What follows belongs to an exercise in optimizing a design on an open flow for small area, a short achievable clock period and few clock cycles; a production flow would make more cautious choices.
Function was checked by simulation only, so behaviour that the tests miss may differ from the original.
Power figures rest on the tool's default switching activity, not on a simulated workload.

## design/flow/run.sh

```bash
#!/bin/bash
# synth_recipe.tcl (not shown) runs the flow's synth.tcl, then flattens the netlist and writes it again
# the make line also repeats each setting of config.mk as NAME=value (left out here)
make -C /OpenROAD-flow-scripts/flow DESIGN_CONFIG=/design/flow/config.mk WORK_HOME=/design/flow/orfs CLKGATE_MAP_FILE= SYNTH_SCRIPT=/design/flow/synth_recipe.tcl finish
```

## design/flow/config.mk

```make
export PLATFORM = sky130hd
export DESIGN_NAME = jt900h_alu
export DESIGN_NICKNAME = jt900h_alu
export VERILOG_FILES = /design/flow/design.v
export SDC_FILE = /design/flow/constraint.sdc
export NUM_CORES = 4
export LEC_CHECK = 0
export CAP_MARGIN = 20
export CORE_MARGIN = 2
export CORE_UTILIZATION = 40
export PLACE_DENSITY = 0.6
export SLEW_MARGIN = 20
```

## design/flow/constraint.sdc

```tcl
create_clock -name core_clock -period 17.0 [get_ports {clk}]
set_input_delay 3.4000 -clock core_clock [delete_from_list [all_inputs] [get_ports {clk}]]
set_output_delay 3.4000 -clock core_clock [all_outputs]
set_load 0.01 [all_outputs]
```

## design/flow/design.v

```verilog
localparam [4:0]
    NOP_ALU  = 5'd0,
    ADD_ALU  = 5'd1,
    SUB_ALU  = 5'd2,
    DAA_ALU  = 5'd3,
    BAND_ALU = 5'd4,
    BOR_ALU  = 5'd5,
    BXOR_ALU = 5'd6,
    BSET_ALU = 5'd7,
    AND_ALU  = 5'd8,
    OR_ALU   = 5'd9,
    XOR_ALU  = 5'd10,
    CPL_ALU  = 5'd11,
    MUL_ALU  = 5'd12,
    MULS_ALU = 5'd13,
    SH4_ALU  = 5'd14,
    DIV_ALU  = 5'd15,
    SHL_ALU  = 5'd16,
    SHR_ALU  = 5'd17,
    RRD_ALU  = 5'd18,
    RLD_ALU  = 5'd19,
    MIRR_ALU = 5'd20,
    BS1B_ALU = 5'd21,
    MOD_ALU  = 5'd22;
localparam [2:0]
    NONE_CX  = 3'd0,
    CIN_CX   = 3'd1,
    COM_CX   = 3'd2,
    B0_CX    = 3'd3,
    HI_CX    = 3'd4,
    ZF_CX    = 3'd5,
    SA_CX    = 3'd6,
    SH_CX    = 3'd7;
module jt900h_div(
    input             rst,
    input             clk,
    input             cen,
    input      [31:0] op0,  
    input      [15:0] op1,  
    input             len,
    input             start,
    input             sign,
    output     [15:0] quot,
    output reg [15:0] rem,
    output reg        busy,
    output reg        v
);
reg  [31:0] divend, sub, fullq, op0_unsig;
reg  [15:0] divor, op1_unsig, nx_rem;
wire [31:0] rslt, nx_quot;
reg  [ 4:0] st;
wire        larger;
reg         start_l;
reg         sign0, sign1, rsi;
assign larger = sub>=divor;
assign rslt   = sub - { 16'd0, divor };
assign nx_quot= { fullq[30:0], larger };
assign quot   = fullq[15:0];
always @* begin
    op0_unsig = op0;
    op1_unsig = op1;
    sign0     = len ? op0[31] : op0[15];
    sign1     = len ? op1[15] : op1[7];
    if( sign ) begin
        if( sign0 ) op0_unsig = ~op0 + 32'd1;
        if( sign1 ) op1_unsig = ~op1 + 16'd1;
    end
    nx_rem = larger ? rslt[15:0] : sub[15:0];
    if( sign && sign0 ) nx_rem = -nx_rem;
end
always @(posedge clk or posedge rst) begin
    if(rst) begin
        fullq  <= 0;
        rem    <= 0;
        busy   <= 0;
        divend <= 0;
        divor  <= 0;
        sub    <= 0;
        st     <= 0;
        start_l<= 0;
        v      <= 0;
        rsi    <= 0;
    end else begin
        start_l <= start;
        if( start && !start_l) begin
            busy   <= 1;
            fullq  <= 0;
            rem    <= 0;
            { sub, divend } <= { 31'd0, len ? op0_unsig : { op0_unsig[15:0], 16'd0 }, 1'b0 };
            divor  <= len ? op1_unsig : { 8'd0, op1_unsig[7:0] };
            st     <= len ? 5'd0 : 5'd16;
            v      <= op1 == 0;
            rsi    <= sign & (sign0 ^ sign1);
        end else if( busy ) begin
            fullq <= nx_quot;
            { sub, divend } <= { larger ? rslt[30:0] : sub[30:0], divend, 1'b0 };
            st <= st+1'd1;
            if( &st ) begin
                busy <= 0;
                rem  <= nx_rem;
                if( rsi ) fullq <= -nx_quot;
                if( sign ) begin
                    if( len ? nx_quot[31:16]!={16{nx_quot[15]}} : nx_quot[15:8]!={8{nx_quot[7]}} ) v <= 1;
                end else begin
                    if( len ? nx_quot[31:16]!=0 : nx_quot[15:8]!=0 ) v <= 1;
                end
            end
        end
    end
end
endmodule
module jt900h_alu(
    input             rst,
    input             clk,
    input             cen,
    input      [31:0] op0,       
    input      [31:0] op1,       
    input      [31:0] op2,       
    input             bs,ws,qs,
    input             div_sign,       
    input             div,
    output            div_busy,
    input       [4:0] alu_sel,
    input       [2:0] cx_sel,
    input             nin, hin, cin, zin,
    output            s,z,p,c,v,
    output reg        h,
    output reg [31:0] rslt
);
localparam [4:0]
    NOP_ALU  = 5'd0,
    ADD_ALU  = 5'd1,
    SUB_ALU  = 5'd2,
    DAA_ALU  = 5'd3,
    BAND_ALU = 5'd4,
    BOR_ALU  = 5'd5,
    BXOR_ALU = 5'd6,
    BSET_ALU = 5'd7,
    AND_ALU  = 5'd8,
    OR_ALU   = 5'd9,
    XOR_ALU  = 5'd10,
    CPL_ALU  = 5'd11,
    MUL_ALU  = 5'd12,
    MULS_ALU = 5'd13,
    SH4_ALU  = 5'd14,
    DIV_ALU  = 5'd15,
    SHL_ALU  = 5'd16,
    SHR_ALU  = 5'd17,
    RRD_ALU  = 5'd18,
    RLD_ALU  = 5'd19,
    MIRR_ALU = 5'd20,
    BS1B_ALU = 5'd21,
    MOD_ALU  = 5'd22;
localparam [2:0]
    NONE_CX  = 3'd0,
    CIN_CX   = 3'd1,
    COM_CX   = 3'd2,
    B0_CX    = 3'd3,
    HI_CX    = 3'd4,
    ZF_CX    = 3'd5,
    SA_CX    = 3'd6,
    SH_CX    = 3'd7;
reg  cx,
     c8, c16, c32,
     z8, z16, z32,
     v8, v16, v32,
     s8, s16, s32;
reg  [ 7:0] daa;
wire [15:0] div_quot, div_rem;
wire [ 4:0] bidx;
wire [11:0] rdig;
wire        daa_carry, bsel,
            div_v;
reg         upper02, upper03, upper08, upper09, upperaf, upper9f,
            upper7f, upper6f, lower09, loweraf, lower03, lower6f, cdaa;
assign z = bs ? z8 : ws ? z16 : z32;
assign s = bs ? s8 : ws ? s16 : s32;
assign v = bs ? v8 : ws ? v16 : v32;
assign c = bs ? c8 : ws ? c16 : c32;
assign p = bs ? ~^rslt[7:0] : ~^rslt[15:0];
assign bidx = {1'b0,op1[3:0]};
assign bsel = op0[bidx];
assign rdig = {op1[3:0],op0[7:0]};  
jt900h_div u_div (
    .rst  ( rst         ),
    .clk  ( clk         ),
    .cen  ( cen         ),
    .op0  ( op0         ),  
    .op1  ( op1[15:0]   ),
    .len  ( qs          ),
    .sign ( div_sign    ),
    .start( div         ),
    .quot ( div_quot    ),
    .rem  ( div_rem     ),
    .busy ( div_busy    ),
    .v    ( div_v       )
);
function signed [31:0] smul( input signed [15:0] a,b );
    smul = a*b;
endfunction
always @* begin
    {cdaa,daa} = 0;
    upper02 = op0[7:4]<=2;
    upper03 = op0[7:4]<=3;
    upper08 = op0[7:4]<=8;
    upper09 = op0[7:4]<=9;
    upperaf = ~upper09;
    upper9f = ~upper08;
    upper7f = op0[7:4]>=7;
    upper6f = op0[7:4]>=6;
    lower09 = op0[3:0]<=9;
    loweraf = ~lower09;
    lower03 = op0[3:0]<=3;
    lower6f = op0[3:0]>=6;
    if( !nin && !cin && upper09 && !hin && lower09 ) { cdaa, daa } = 9'h000;
    if( !nin && !cin && upper08 && !hin && loweraf ) { cdaa, daa } = 9'h006;
    if( !nin && !cin && upper09 &&  hin && lower03 ) { cdaa, daa } = 9'h006;
    if( !nin && !cin && upperaf && !hin && lower09 ) { cdaa, daa } = 9'h160;
    if( !nin && !cin && upper9f && !hin && loweraf ) { cdaa, daa } = 9'h166;
    if( !nin && !cin && upperaf &&  hin && lower03 ) { cdaa, daa } = 9'h166;
    if( !nin &&  cin && upper02 && !hin && lower09 ) { cdaa, daa } = 9'h160;
    if( !nin &&  cin && upper02 && !hin && loweraf ) { cdaa, daa } = 9'h166;
    if( !nin &&  cin && upper03 &&  hin && lower03 ) { cdaa, daa } = 9'h166;
    if(  nin && !cin && upper09 && !hin && lower09 ) { cdaa, daa } = 9'h000;
    if(  nin && !cin && upper08 &&  hin && lower6f ) { cdaa, daa } = 9'h0fa;
    if(  nin &&  cin && upper7f && !hin && lower09 ) { cdaa, daa } = 9'h1a0;
    if(  nin &&  cin && upper6f &&  hin && lower6f ) { cdaa, daa } = 9'h19a;
end
always @* begin
    case( cx_sel )
        CIN_CX:  cx =  cin;
        COM_CX:  cx = ~cin;
        B0_CX:   cx = op0[0];  
        HI_CX:   cx = 1;
        ZF_CX:   cx = ~zin;
        SA_CX:   cx = bs ? op2[7] : ws ? op2[15] : op2[31];    
        SH_CX:   cx = op2[0];
        default: cx = 0;
    endcase
    {c32,c16,c8}={3{cx}};
    {v32,v16,v8}= 3'd0;
    rslt = op0;
    h    = 0;
    case(alu_sel)
        ADD_ALU: begin
            { h,   rslt[ 3: 0] } = {1'b0,op0[ 3: 0]}+{1'b0,op1[ 3: 0]}+{ 4'd0,cx };
            { c8,  rslt[ 7: 4] } = {1'b0,op0[ 7: 4]}+{1'b0,op1[ 7: 4]}+{ 4'b0,h  };
            { c16, rslt[15: 8] } = {1'b0,op0[15: 8]}+{1'b0,op1[15: 8]}+{ 8'b0,c8 };
            { c32, rslt[31:16] } = {1'b0,op0[31:16]}+{1'b0,op1[31:16]}+{16'b0,c16};
            v8  = &{op0[ 7],op1[ 7],~rslt[ 7]}|&{~op0[ 7],~op1[ 7],rslt[ 7]};
            v16 = &{op0[15],op1[15],~rslt[15]}|&{~op0[15],~op1[15],rslt[15]};
            v32 = &{op0[31],op1[31],~rslt[31]}|&{~op0[31],~op1[31],rslt[31]};
        end
        SUB_ALU: begin
            { h,   rslt[ 3: 0] } = {1'b0,op0[ 3: 0]}-{1'b0,op1[ 3: 0]}-{ 4'd0,cx };
            { c8,  rslt[ 7: 4] } = {1'b0,op0[ 7: 4]}-{1'b0,op1[ 7: 4]}-{ 4'b0,h  };
            { c16, rslt[15: 8] } = {1'b0,op0[15: 8]}-{1'b0,op1[15: 8]}-{ 8'b0,c8 };
            { c32, rslt[31:16] } = {1'b0,op0[31:16]}-{1'b0,op1[31:16]}-{16'b0,c16};
            v8  = &{op0[ 7],~op1[ 7],~rslt[ 7]}|&{~op0[ 7],op1[ 7],rslt[ 7]};
            v16 = &{op0[15],~op1[15],~rslt[15]}|&{~op0[15],op1[15],rslt[15]};
            v32 = &{op0[31],~op1[31],~rslt[31]}|&{~op0[31],op1[31],rslt[31]};
        end
        DAA_ALU:  {c8, rslt[7:0]}= {cdaa,daa};
        BAND_ALU: begin {c32,c16,c8} =  {3{bsel & cx}}; rslt[bidx]=c8; end
        BOR_ALU:  begin {c32,c16,c8} =  {3{bsel | cx}}; rslt[bidx]=c8; end
        BXOR_ALU: begin {c32,c16,c8} =  {3{bsel ^ cx}}; rslt[bidx]=c8; end
        BSET_ALU: begin {c32,c16,c8} =  {3{bsel ^ cx}}; rslt[bidx]=cx; end
        AND_ALU:  rslt = op0&op1;
        OR_ALU:   rslt = op0|op1;
        XOR_ALU:  rslt = op0^op1;
        CPL_ALU:  rslt[15:0] = ~op0[15:0];
        MUL_ALU:  rslt = op0[15:0]*op1[15:0];
        MULS_ALU: rslt = smul( op0[15:0], op1[15:0] );
        SH4_ALU:  rslt = { 27'd0, op1[3:0]==0, op1[3:0] };  
        DIV_ALU: begin
            if( ws )
                rslt[15:0] = { div_rem[ 7:0], div_quot[ 7:0] };
            else
                rslt[31:0] = { div_rem[15:0], div_quot[15:0] };
            {v32,v16,v8} = {3{div_v}};
        end
        SHL_ALU: begin  
            {c32,rslt} = {op2,cx};
            c8  = op2[ 7];
            c16 = op2[15];
        end
        SHR_ALU: begin  
            {rslt,c8} = {cx,op2};
            if( bs ) rslt[ 7] = cx;
            if( ws ) rslt[15] = cx;
            {c32,c16} = {2{op2[0]}};
        end
        RRD_ALU: {rslt[7:0],rslt[15:8]}={op1[7:4], rdig[3:0],rdig[11:4]};  
        RLD_ALU: {rslt[7:0],rslt[15:8]}={op1[7:4], rdig[7:0],rdig[11:8]};  
        MIRR_ALU: rslt[15:0] = {
                op0[0], op0[1], op0[2], op0[3], op0[4], op0[5], op0[6], op0[7],
                op0[8], op0[9], op0[10], op0[11], op0[12], op0[13], op0[14], op0[15] };
        BS1B_ALU: casez(op0[15:0])  
            16'b1???_????_????_????: rslt[7:0] = 15;
            16'b01??_????_????_????: rslt[7:0] = 14;
            16'b001?_????_????_????: rslt[7:0] = 13;
            16'b0001_????_????_????: rslt[7:0] = 12;
            16'b0000_1???_????_????: rslt[7:0] = 11;
            16'b0000_01??_????_????: rslt[7:0] = 10;
            16'b0000_001?_????_????: rslt[7:0] = 9;
            16'b0000_0001_????_????: rslt[7:0] = 8;
            16'b0000_0000_1???_????: rslt[7:0] = 7;
            16'b0000_0000_01??_????: rslt[7:0] = 6;
            16'b0000_0000_001?_????: rslt[7:0] = 5;
            16'b0000_0000_0001_????: rslt[7:0] = 4;
            16'b0000_0000_0000_1???: rslt[7:0] = 3;
            16'b0000_0000_0000_01??: rslt[7:0] = 2;
            16'b0000_0000_0000_001?: rslt[7:0] = 1;
            16'b0000_0000_0000_0001: rslt[7:0] = 0;
            default: begin rslt[7:0]=0; {v32,v16,v8}=3'b111; end
        endcase
        MOD_ALU: rslt[15:0] = (op0[15:0]&~op1[15:0])|(op2[15:0]&op1[15:0]);
        default:;
    endcase
    z8  = rslt[ 7: 0]==0;
    z16 = rslt[15: 8]==0 && z8;      
    z32 = rslt[31:16]==0 && z16;
    s8  = rslt[ 7];
    s16 = rslt[15];
    s32 = rslt[31];
end
endmodule
```

==> notes.md <==
[layout make-up]
class                   instances  area (um2)
clock buffers                  19         443
repair buffers                320        2790
multi-input cells            3111       26400
well taps                    1070        1340
inverters                     617        2320
fillers                      8299       44900
diodes                          3        7.51
clock inverters                12         144
flip-flops and latches        135        3380
[repair_timing]
action / in CTS / in global routing
gates resized for setup: 3 / 13
setup endpoints to repair: 1 / 4
gates cloned: 0 / 0
pin swaps: 0 / 0
[kinds of logic after synthesis]
logic type                 Yosys count
and+or+nand+nor                   1159
AOI/OAI and AO/OA                  934
buffers and inverters              845
adders and majority gates          699
xor gates and xnor gates           198
DFF                                135
muxes                              121
[registers in the layout, summed over array words and instances, names as in the netlist, 5 cells and up]
name and cells:
u_div.fullq 31, u_div.sub 32, u_div.rem 16, u_div.divend 31, u_div.divor 16, u_div.st 5
[metrics by stage]
step	TNS (ns)	cell area (um2)	hold WS [ns]	std cells	utilization
after global placement	-0.0967	36100	0.466	5253	0.442
after floorplan	0	32800	0.450	4091	-
after detailed placement	-0.119	36100	0.477	5253	0.442
after global routing	-0.0588	36800	0.520	5284	0.450
final	0	36800	0.492	5287	0.450
after CTS	0	36700	0.491	5284	0.449
[cell usage in the layout (no fill, tap or decap), types with 101 or more instances in the layout]
master and instances:
fa_1 383, inv_1 598, xnor2_1 138, ha_1 316, a21oi_1 203, o21ai_0 163
mux2i_1 101, buf_4 166, dfrtp_1 134, nand2_1 400, nor2_1 352, clkdlybuf4s50_1 148
[worst max-delay path, delay by kind of cell]
family                     cells  cell delay, ns
xor gates and xnor gates       4            0.82
buffers and inverters         12            2.23
AOI/OAI and AO/OA             16            2.80
adders and majority gates      9            3.09
and+or+nand+nor                7            0.84
[path summary, 6_finish.rpt]
| check | end | slack, ns |
|---|---|---|
| max reg2reg | u_div.fullq[30] | 11.55 |
| min | u_div.divor[2] | 0.49 |
| min in group asynchronous | u_div.sub[20] | 3.41 |
| min reg2reg | u_div.divor[2] | 0.49 |
| max in group asynchronous | u_div.sub[1] | 12.23 |
| max | c | 0.40 |
[per-layer routing]
| layer | routed length [um] | GRT usage | share of wire |
|---|---|---|---|
| met1 | 56500 | 0.434 | 0.39 |
| met2 | 61700 | 0.510 | 0.43 |
| met3 | 15600 | 0.0845 | 0.11 |
| met4 | 10600 | 0.199 | 0.073 |
| met5 | 61 | 0 | 0.00042 |
[power groups by stage]
| stage | Sequential (mW) | Combinational, mW | Clock [mW] |
|---|---|---|---|
| detailed placement | 0.481 | 7.45 | 0 |
| global placement | 0.480 | 7.40 | 0 |
| global route | 0.489 | 8.31 | 0.393 |
| CTS | 0.477 | 7.51 | 0.380 |
| finish | 0.480 | 7.72 | 0.376 |
| floorplan | 0.451 | 5.02 | 0 |
==> impl_metrics.csv <==
group,metric,value,unit
clocking,cts.sinks,135,
clocking,cts_made_buffers,17,
clocking,clk_pin_slew,0.06,ns
setup_path,r2r_start,"u_div.sub[0]",
setup_path,crit_path_start,"bs",
power_and_ir_drop,design_power_total,8.58,mW
logic_synthesis,postSynthAreaPerCell,8.03,um2
route,vias,32500,
sta,hold_viol,0,
setup_path,startpoint_type,"primary input",
clocking,clockBufferDepth,2,
hold_path,hp-start,"u_div.divor[2]",
route,wl,144000,um
die,die_h,291,um
sta,finalSetupViolations,0,
route,wl_per_cell,27.3,um
power_and_ir_drop,pwr-share-comb,0.900,
placement,dp_hpwl,114000,um
die,num_rows,105,
route,via_per_inst,6.14,
global_route,grtUsageTotal,0.337,
sta,worst_slew_pin_slew,1.18,ns
clocking,cts-root-buf,"clkbuf_16",
logic_synthesis,netlist_instances,4091,
logic_synthesis,yosysWarnings,2,
power_and_ir_drop,clkPwrFrac,0.044,
sta,clock_skew,0.0125,ns
logic_synthesis,ys_seq_elements,135,
power_and_ir_drop,powerDensity,233,nW/um2
route,ant_nets,0,
clocking,hold_buffers,0,
global_route,grt_pass1_vias,31900,
global_route,grt_pass1_wl,212000,um
clocking,insertion_delay,0.43,ns
route,first_pass_iters,6,
logic_synthesis,yosysMostFrequentCell,"inv_1",
die,die_w,291,um
power_and_ir_drop,p_int,3.50,mW
sta,finalWorstSetupSlack,0.399,ns
setup_path,slowest_stage,"fa_1",
logic_synthesis,synth_area,32800,um2
flow_run,drv_cap,0,
setup_path,cpPeakStageDelay,0.49,ns
logic_synthesis,synth_fa_ha_area_frac,0.354,
power_and_ir_drop,switching_share,0.592,
die,dieArea,84400,um2
logic_synthesis,synth_top_family_by_area,"adder cells",
route,drc,0,
setup_path,cp.arrival,13.20,ns
die,fp.coreArea,81700,um2
logic_synthesis,synth-compound-area-share,0.192,
clocking,postCtsSetupBuffers,0,
sta,fmax,60.2,MHz
power_and_ir_drop,vdd.ir_drop.worst,320,uV
die,start_util,0.402,
setup_path,r2r_cells,19,
placement,io_buffers,153,
logic_synthesis,synthMuxAreaShare,0.0393,
sta,grt_setup_unrepaired,"true",
route,drt-initial-drc-count,3743,
global_route,grt_max_degree,94,
clocking,tritoncts,"built",
logic_synthesis,ys.flop_type,"dfrtp_1",
setup_path,crit_path_end_kind,"output pin",
sta,fin_crit,16.60,ns
logic_synthesis,ys_top_cells_by_area,"fa_1 23%, ha_1 12%, dfrtp_1 10%",
placement,post-place-ws,-0.119,ns
logic_synthesis,yosys.area_share.simple,0.162,
logic_synthesis,synth_edf_count,0,
logic_synthesis,synth_top_area_cell,"fa_1",
global_route,antenna_found_initial,8,
setup_path,cpMostUsedCell,"fa_1",
sta,drv_slew,0,
setup_path,critPathMaxFanout,3,
die,ios,155,
cells_and_area,drive_gt1_frac,0.0645,
run_status,status,"complete, no violations",
logic_synthesis,synth_top_cell_area_share,0.233,
logic_synthesis,synth.net_count,4906,
cells_and_area,fin_nets,5017,
setup_path,path_class,"in -> out",
logic_synthesis,synth-xor-area-share,0.0528,
placement,place_congestion,1.02,
hold_path,min_path_cells,2,
logic_synthesis,async_flop_share,1.00,
sta,max-slew-margin-rel,0.213,
hold_path,hold_path_class,"reg -> reg",
logic_synthesis,synth.distinct_cells,88,
power_and_ir_drop,p_leak,17.2,nW
logic_synthesis,yosys-top-cells-count,"599 x inv_1, 401 x nand2_1, 383 x fa_1",
power_and_ir_drop,switching_power,5.07,mW
setup_path,cp.required,13.60,ns
power_and_ir_drop,seq_power_share,0.056,
global_route,grt_overflow,0,
sta,fin_crit_sh,0.977,
cells_and_area,area_growth,12.0,%
clocking,cts-htree-levels,4,
logic_synthesis,seq_area_frac_synth,0.103,
Testbench counts, summed over its fixed seeds: cycles 70,556.

## re-timing with driven ports
The flow's constraints put no driver on any port. The routed layout listed below was extracted and timed again, unchanged, in two steps.
Step 1 sets driving cells, clkbuf_16 on the clock port and buf_2 on the other inputs (assumed; they add their load-dependent delay and slew).
Step 2 times the ports against the registers' clock, not the clock port: input delays grow and output delays shrink by t, the midpoint of the rising clock arrivals with the driver on.
Three values: no drivers, after step 1, after step 2; two values: the first two.
t (ns): 0.471
setup slack, ns: 0.399 / 0.379 / 0.379
worst register clock-pin slew, ns: 0.07 / 0.07
worst slew at a driven data input, ns: 0.09
cell pins on the clock port's net: 1
After both steps setup and hold are still met in this run. The setup slack of this run moves by -0.020 ns with the drivers and by -0.020 ns with both steps.
